What follows belongs to an exercise in optimizing a design on an open flow for small area and a short achievable clock period; a production flow would make more cautious choices.
RTL that was checked went through simulation tests only; none was proved equivalent to the original.
Power is estimated from default activity; no workload was simulated.

==> flow/design.v <==
`timescale 1ns / 1ps
module Prefix #(parameter W = 8, parameter KIND = 0) (P, G, CO);
  input  [W-1:0] P, G;
  output [W-1:0] CO;
  reg [W-1:0] g, p;
  integer i, l;
  always @* begin
    g = G;
    p = P;
    if (KIND == 0) begin
      for (l = 0; (1 << l) < W; l = l + 1)
        for (i = (2 << l) - 1; i < W; i = i + (2 << l)) begin
          g[i] = g[i] | (p[i] & g[i - (1 << l)]);
          p[i] = p[i] & p[i - (1 << l)];
        end
      for (l = $clog2(W) - 2; l >= 0; l = l - 1)
        for (i = 3 * (1 << l) - 1; i < W; i = i + (2 << l)) begin
          g[i] = g[i] | (p[i] & g[i - (1 << l)]);
          p[i] = p[i] & p[i - (1 << l)];
        end
    end else if (KIND == 1) begin
      for (l = 0; (1 << l) < W; l = l + 1)
        for (i = W - 1; i >= (1 << l); i = i - 1) begin
          g[i] = g[i] | (p[i] & g[i - (1 << l)]);
          p[i] = p[i] & p[i - (1 << l)];
        end
    end else if (KIND == 2) begin
      for (l = 0; (1 << l) < W; l = l + 1)
        for (i = 0; i < W; i = i + 1)
          if ((i >> l) & 1) begin
            g[i] = g[i] | (p[i] & g[((i >> l) << l) - 1]);
            p[i] = p[i] & p[((i >> l) << l) - 1];
          end
    end else begin
      for (i = 1; i < W; i = i + 1) begin
        g[i] = g[i] | (p[i] & g[i - 1]);
        p[i] = p[i] & p[i - 1];
      end
    end
  end
  assign CO = g;
endmodule
`timescale 1ns / 1ps
`timescale 1ns / 1ps
`timescale 1ns / 1ps
`timescale 1ns / 1ps
`timescale 1ns / 1ps
`timescale 1ns / 1ps
`timescale 1ns / 1ps
module Circuit4(Rst, clk, a, b, c, z, x);
  parameter KLT = 0;    
  parameter KSUM = 0;   
  input clk, Rst;
  input [63:0] a, b, c;
  output reg [31:0] z, x;
  wire [63:0] gab = a & b, pab = a ^ b;
  wire [63:0] gac = a & c, pac = a ^ c;
  wire [63:0] gbc = ~b & c, pbc = ~(b ^ c);    
  wire [31:0] gf = a[31:0] & ~b[31:0];         
  wire [31:0] pf = ~pab[31:0];
  wire [63:0] cab, cac, cbc;
  wire [32:0] sab, sac;
  wire [31:0] cf;
  Prefix #(.W(64), .KIND(KLT)) u_ab (.P(pab), .G(gab), .CO(cab));
  Prefix #(.W(64), .KIND(KLT)) u_ac (.P(pac), .G(gac), .CO(cac));
  Prefix #(.W(64), .KIND(KLT)) u_bc (.P(pbc), .G(gbc), .CO(cbc));
  Prefix #(.W(32), .KIND(KSUM)) u_f (.P(pf), .G({gf[31:1], gf[0] | pf[0]}), .CO(cf));
  wire [32:0] d = pab[32:0] ^ {cab[31:0], 1'b0};
  wire [32:0] e = pac[32:0] ^ {cac[31:0], 1'b0};
  wire [31:0] f = pf ^ {cf[30:0], 1'b1};
  wire dEQe = &pbc;
  wire dLTe = cab[63] ^ cac[63] ^ cbc[63];
  wire [32:0] g = dLTe ? d : e;
  wire [31:0] h = dEQe ? d[31:0] : f;
  reg [32:0] greg;
  reg [31:0] hreg;
  reg rstd;
  wire run = ~(Rst | rstd);
  wire xsh = run & dLTe, xkeep = run & ~dLTe;
  wire zsh = run & dEQe, zkeep = run & ~dEQe;
  always @(posedge clk) begin
    greg <= g;
    hreg <= h;
    rstd <= Rst;
    x <= ({32{xsh}} & {hreg[30:0], 1'b0}) | ({32{xkeep}} & hreg);
    z <= ({32{zsh}} & greg[32:1]) | ({32{zkeep}} & greg[31:0]);
  end
endmodule
==> flow/config.mk <==
export PLATFORM = sky130hd
export DESIGN_NAME = Circuit4
export DESIGN_NICKNAME = Circuit4
export VERILOG_FILES = /design/flow/design.v
export SDC_FILE = /design/flow/constraint.sdc
export NUM_CORES = 4
export LEC_CHECK = 0
export CAP_MARGIN = 20
export CORE_MARGIN = 2
export CORE_UTILIZATION = 40
export SETUP_SLACK_MARGIN = 3.2
export SLEW_MARGIN = 20
==> flow/constraint.sdc <==
create_clock -name core_clock -period 7.0 [get_ports {clk}]
set_input_delay 1.4000 -clock core_clock [delete_from_list [all_inputs] [get_ports {clk}]]
set_output_delay 1.4000 -clock core_clock [all_outputs]
set_load 0.01 [all_outputs]
standard.sh (not shown) runs the stock make flow with config.mk's settings and CLKGATE_MAP_FILE= SYNTH_SCRIPT=/design/flow/synth_recipe.tcl, a recipe that flattens the netlist after the stock synthesis.
==> flow/flow/run.sh <==
#!/bin/bash
# The standard ORFS layout (standard.sh), with:
#  - synthesis by flow/synth.tcl: the standard script with abc run on
#    flow/abc.script and no full/half-adder extraction;
#  - port buffers of sky130_fd_sc_hd__buf_1 (every input and output port
#    still gets its own buffer);
#  - clock tree synthesis without dummy loads.
# Each tool's full output is in orfs/logs/...; make's own output in make.log.
set -euo pipefail
here=$(pwd)
export MY_ABC_SCRIPT=$here/flow/abc.script
export MY_ABC_D=3000
export BUFFER_PORTS_ARGS="-buffer_cell sky130_fd_sc_hd__buf_1"
export CTS_ARGS="-sink_clustering_enable -repair_clock_nets -dont_use_dummy_load"
bash standard.sh SYNTH_SCRIPT=$here/flow/synth.tcl finish > make.log 2>&1
==> flow/flow/abc.script <==
strash
dch -f
map
topo
buffer -c
stime -c
upsize -c
dnsize -c
==> flow/flow/synth.tcl <==
# The standard synthesis script (synth_recipe.tcl), with two changes made
# by overriding Yosys commands before ORFS's synth.tcl runs:
#  - abc uses the mapping script flow/abc.script (the ORFS call and its
#    liberty, dont_use and constraint arguments are otherwise unchanged);
#  - extract_fa is skipped, so adders stay as plain gates for abc to map.
# Registers, their names and cell types are the same as the standard flow's.
proc synth {args} { yosys synth -nofsm -noshare {*}$args }
proc abc {args} {
  set i [lsearch -exact $args -script]
  lset args [expr {$i + 1}] $::env(MY_ABC_SCRIPT)
  set j [lsearch -exact $args -D]
  if { $j >= 0 } {
    lset args [expr {$j + 1}] $::env(MY_ABC_D)
  } else {
    lappend args -D $::env(MY_ABC_D)
  }
  yosys abc {*}$args
}
proc extract_fa {args} { puts "extract_fa skipped" }
source $::env(SCRIPTS_DIR)/synth.tcl
# left out here: clear keep_hierarchy, flatten, clean up, hide names made inside functions, write 1_2_yosys.v
The baseline ran to the end with no violations.
Edit:
--- a/flow/flow/run.sh
+++ b/flow/flow/run.sh
@@ -14 +14 @@
-export CTS_ARGS="-sink_clustering_enable -repair_clock_nets -dont_use_dummy_load"
+export CTS_ARGS="-sink_clustering_enable -repair_clock_nets -dont_use_dummy_load -sink_clustering_size 30 -sink_clustering_max_diameter 120 -buf_list {sky130_fd_sc_hd__clkbuf_4 sky130_fd_sc_hd__clkbuf_8}"
Settings changed: SETUP_SLACK_MARGIN 3.2 to 3.4, TNS_END_PERCENT set to 0.
Outcome:
- The changed run finished clean
- design area climbs slightly
- power decreases by a little under a tenth
- critical path depth came out lower by 2
- synthesized cell count does not change
Edit:
--- a/flow/flow/run.sh
+++ b/flow/flow/run.sh
@@ -14 +14 @@
-export CTS_ARGS="-sink_clustering_enable -repair_clock_nets -dont_use_dummy_load -sink_clustering_size 30 -sink_clustering_max_diameter 120 -buf_list {sky130_fd_sc_hd__clkbuf_4 sky130_fd_sc_hd__clkbuf_8}"
+export CTS_ARGS="-sink_clustering_enable -repair_clock_nets -dont_use_dummy_load"
After rerunning: The new run finished clean; clock skew goes down by 0.013 ns; wire length increases by 0.39%; sequential power hardly moves; cell area grows by 1.7%; power went up by 10%.
Edit:
Settings changed: SETUP_SLACK_MARGIN 3.4 to 3.6, TNS_END_PERCENT 0 to not set.
What happened:
- global-route usage goes up by 1.1 points
- cell area grows by 16%
- first-iteration DRC count rose by about 8%
No run of this note included a check of the RTL's function; only the layout flow was run.

* * *

RTL: the design.v shown in full above, as it stands there.
clock: 7.0 ns
lec_check: 0
cap_margin: 20
core_margin: 2
core_utilization: 40
setup_slack_margin: 3.7
slew_margin: 20
tns_end_percent: 0
==> flow/flow/run.sh <==
#!/bin/bash
# The standard ORFS layout (standard.sh), with:
#  - synthesis by flow/synth.tcl: the standard script with abc run on
#    flow/abc.script and no full/half-adder extraction;
#  - port buffers of sky130_fd_sc_hd__buf_1 (every input and output port
#    still gets its own buffer);
#  - clock tree synthesis without dummy loads.
# Each tool's full output is in orfs/logs/...; make's own output in make.log.
set -euo pipefail
here=$(pwd)
export MY_ABC_SCRIPT=$here/flow/abc.script
export MY_ABC_D=3000
export BUFFER_PORTS_ARGS="-buffer_cell sky130_fd_sc_hd__buf_1"
export CTS_ARGS="-sink_clustering_enable -repair_clock_nets -dont_use_dummy_load"
bash standard.sh SYNTH_SCRIPT=$here/flow/synth.tcl finish > make.log 2>&1
Scripts as last shown in full above: flow/flow/abc.script, flow/flow/synth.tcl
Next try:
- SETUP_SLACK_MARGIN: 3.7 -> 2.5
- TNS_END_PERCENT: 0 -> not set
The changed run went through all stages and came out clean.
Total power falls by 5.9%.
Clock power came out lower by about 2%.
Combinational power went down by 14%.
Count of clock-buffer cells in the layout is unchanged.
Worst setup slack is worse by 0.74 ns.
Die area does not change.
Synthesized cell count does not change.
Next try:
- SETUP_SLACK_MARGIN: 2.5 -> not set
Result: Register-to-register slack is worse by 0.34 ns; total power falls by about 0.7%; utilization drops by 0.23 points; synthesized cell count stays the same; via count drops by about 0.8%.
No run of this note included a check of the RTL's function; only the layout flow was run.

* * *

Setup of build 93:
Another version of the RTL of Circuit4 (not shown whole).
Size: ~130 flip-flops, roughly 10,000 sq um of cells after synthesis.
==> flow/config.mk <==
export PLATFORM = sky130hd
export DESIGN_NAME = Circuit4
export DESIGN_NICKNAME = Circuit4
export VERILOG_FILES = /design/flow/design.v
export SDC_FILE = /design/flow/constraint.sdc
export NUM_CORES = 4
export LEC_CHECK = 0
export CAP_MARGIN = 20
export CORE_MARGIN = 2
export CORE_UTILIZATION = 40
export SETUP_SLACK_MARGIN = 4.0
export SLEW_MARGIN = 20
export TNS_END_PERCENT = 0
==> flow/constraint.sdc <==
create_clock -name core_clock -period 7.0 [get_ports {clk}]
set_input_delay 1.4000 -clock core_clock [delete_from_list [all_inputs] [get_ports {clk}]]
set_output_delay 1.4000 -clock core_clock [all_outputs]
set_load 0.01 [all_outputs]
==> flow/flow/run.sh <==
#!/bin/bash
# The standard ORFS layout (standard.sh), with:
#  - synthesis by flow/synth.tcl: the standard script with abc run on
#    flow/abc.script and no full/half-adder extraction;
#  - port buffers of sky130_fd_sc_hd__buf_1 (every input and output port
#    still gets its own buffer);
#  - clock tree synthesis without dummy loads.
# Each tool's full output is in orfs/logs/...; make's own output in make.log.
set -euo pipefail
here=$(pwd)
export MY_ABC_SCRIPT=$here/flow/abc.script
export MY_ABC_D=3000
export BUFFER_PORTS_ARGS="-buffer_cell sky130_fd_sc_hd__buf_1"
export CTS_ARGS="-sink_clustering_enable -repair_clock_nets -dont_use_dummy_load -sink_clustering_size 30 -sink_clustering_max_diameter 120 -buf_list {sky130_fd_sc_hd__clkbuf_4 sky130_fd_sc_hd__clkbuf_8}"
bash standard.sh SYNTH_SCRIPT=$here/flow/synth.tcl finish > make.log 2>&1
==> flow/flow/abc.script <==
strash
balance
rewrite
refactor
balance
rewrite -z
refactor -z
balance
dch -f
map -D 1000
topo
buffer -c
stime -c
upsize -c -D 1000
dnsize -c -D 1000
Scripts as last shown in full above: flow/flow/synth.tcl
Build 93: no failed stages, no open violations at the end
diff inputs: build 93 => build 64
Settings: a change of SETUP_SLACK_MARGIN from 4.0 to 3.85.
==> flow/flow/abc.script <==
strash
balance
rewrite
refactor
balance
rewrite -z
refactor -z
balance
dch -f
map -B 0.9
topo
stime -c
buffer -c
upsize -c
dnsize -c
Build 93 finished every step from synthesis to the final layout, and the layout passed the timing, DRC and antenna checks.
Build 64: done, clean on timing, DRC and antenna
Between build 93 and build 64, overall routed net length decreased.
Power per standard cell area: build 93 and build 64 compared, higher one is build 64
Re maximum number of pins on one net before global-route repair: build 64 is 22 up on build 93.
Looking at worst-path cell with the longest stage delay, the nor4_4 result is from build 93; the o21ai_1 one comes from build 64.
[inputs] build 60 vs build 64
Settings: SETUP_SLACK_MARGIN changed from 3.85 to 3.7; SLEW_MARGIN changed from 20 to 0; CAP_MARGIN changed from 20 to 0.
Findings:
Minimum clock period deteriorates in build 60 relative to build 64.
Re first-pass detailed-route iteration total: build 64 was lower than build 60.
Between build 64 and build 60, signal arrival time at the worst endpoint increased.
Build 60 against build 64: final cell count moved down, wire length of the first global-routing pass moved down, post-synthesis register bit count level, total design power moved down.
Reported for build 60 and build 64, fraction of the mapped netlist area in compound gates turned out identical to the last digit.
Looking only at part of the cycle the worst path needs, and setting everything else aside, the lower value of build 60 and build 64 goes to build 64.
Relative to build 64, the fraction of cell area in non-clock buffers of build 60 is lower by 2.2 points.
What build 21 does differently from build 60 at the input level:
Settings: swapping 0 for 20 in CAP_MARGIN; swapping 0 for 20 in SLEW_MARGIN.
==> flow/flow/abc.script <==
&get -n
&st
&dch
&nf
&put
buffer -c
topo
stime -c
upsize -c -D 1000
dnsize -c -D 1000
[summary]
Build 21: no failed stages, no open violations at the end. Build 60 consumes less power than build 21. Build 60 has lower area growth from synthesis to final layout than build 21. Diff build 60 -> build 21: global-route usage was more or less identical; number of diodes went up by 2; final worst-path setup slack shows a reduction of 0.51 ns; clock-pin slew reported for the worst setup and hold paths after clock tree synthesis lost 0.02 ns. Looking at pin count of the biggest net entering global routing across build 21 and build 60, the one that comes out higher is build 60. Re fraction of layout cells with a size suffix above 1: build 21 is 12 points up on build 60. The final cell count in build 21 is 0.74 times that in build 60. Of build 21 and build 60, the lower post-synthesis cell count belongs to build 21.
Input-level comparison between build 58 and build 21:
Settings: changing CORE_UTILIZATION from 40 to 55.
--- a/flow/flow/run.sh
+++ b/flow/flow/run.sh
@@ -6,3 +6,3 @@
 #    still gets its own buffer);
-#  - clock tree synthesis without dummy loads.
+#  - clock tree synthesis without dummy loads, from clkbuf_4/clkbuf_8 cells.
 # Each tool's full output is in orfs/logs/...; make's own output in make.log.
==> flow/flow/abc.script <==
strash
balance
rewrite
refactor
balance
rewrite -z
refactor -z
balance
dch -f
map -B 0.9
topo
stime -c
buffer -c
upsize -c
dnsize -c
==> summary.txt <==
- Between build 58 and build 21, the logic depth of the worst register-to-register path is higher for build 58.
- Data arrival time of the worst path sits lower in build 58 than in build 21.
- | top fanout value on the critical path | higher: build 58 |
- Looking at combinational family with the most area after synthesis, the compound AO/OA/AOI/OAI gates result is from build 21; the simple AND/OR/NAND/NOR gates one comes from build 58.
- The run with more routed wire is build 58, not build 21.
- Sort build 58 and build 21 by instance count on the critical path, descending, and build 58 comes first.
## Diff of input files: build 70 against build 58
Settings: CORE_UTILIZATION: 55 -> 40.
- Register-to-register slack was higher in build 70 than in build 58.
- Diff build 58..build 70 | aggregate global routing overflow | unchanged
- Summary of build 70 over build 58: critical path depth shrank by 1; detailed-route wire length on metal 1 has increased; number of distinct library cells after synthesis ~0 delta; time the final worst path needs with I/O delays and setup now sits lower.
- Compared to build 58, the routing of build 70 uses more wire.
- Compared build 70 against build 58; hold slack within noise.
- Diff build 58..build 70 | final total negative setup slack | unchanged
- Diode insertion count for antenna repair, build 70 and build 58: larger value in build 70

[afterwards: timing with drivers on the ports]
In the flow no input, the clock included, has a driving cell. The finished layouts below were timed again as built, in two steps.
Step 1 (the two cells are an assumption about what drives the block):
set clk [get_ports {clk}]
set_driving_cell -lib_cell sky130_fd_sc_hd__clkbuf_16 $clk
set_driving_cell -lib_cell sky130_fd_sc_hd__buf_2 [delete_from_list [all_inputs] $clk]
Step 2, shift: input delay + t, output delay - t, t = (earliest + latest rising clock arrival at the registers) / 2. This alone moves slack from input paths to output paths.
Three values: ideal ports, drivers, drivers and shift; two values: the first two.
run | t (ns) | slack for setup (ns) | latest minus earliest clock arrival (ns) | worst slew at a driven data input, ns
the first run of note 1 | 0.429 | 3.309 / 3.328 / 2.898 | 0.029 / 0.029 | 0.09
the second run of note 1 | 0.447 | 3.381 / 3.384 / 2.937 | 0.043 / 0.044 | 0.09
the third run of note 1 | 0.436 | 3.428 / 3.428 / 2.992 | 0.030 / 0.030 | 0.09
the fourth run of note 1 | 0.435 | 3.588 / 3.575 / 3.140 | 0.030 / 0.029 | 0.09
the first run of note 2 | 0.444 | 3.583 / 3.602 / 3.158 | 0.020 / 0.020 | 0.10
the second run of note 2 | 0.429 | 2.841 / 2.849 / 2.420 | 0.029 / 0.029 | 0.09
the third run of note 2 | 0.429 | 2.200 / 2.208 / 1.779 | 0.029 / 0.028 | 0.09
build 93 | 0.449 | 3.681 / 3.696 / 3.248 | 0.033 / 0.033 | 0.12
build 64 | 0.485 | 3.862 / 3.875 / 3.390 | 0.024 / 0.024 | 0.08
build 60 | 0.484 | 3.723 / 3.722 / 3.238 | 0.021 / 0.021 | 0.08
build 21 | 0.437 | 3.212 / 3.195 / 2.758 | 0.024 / 0.024 | 0.08
build 58 | 0.453 | 3.710 / 3.727 / 3.274 | 0.035 / 0.035 | 0.06
build 70 | 0.484 | 3.723 / 3.722 / 3.238 | 0.021 / 0.021 | 0.08
After both steps every run listed still meets setup and hold.
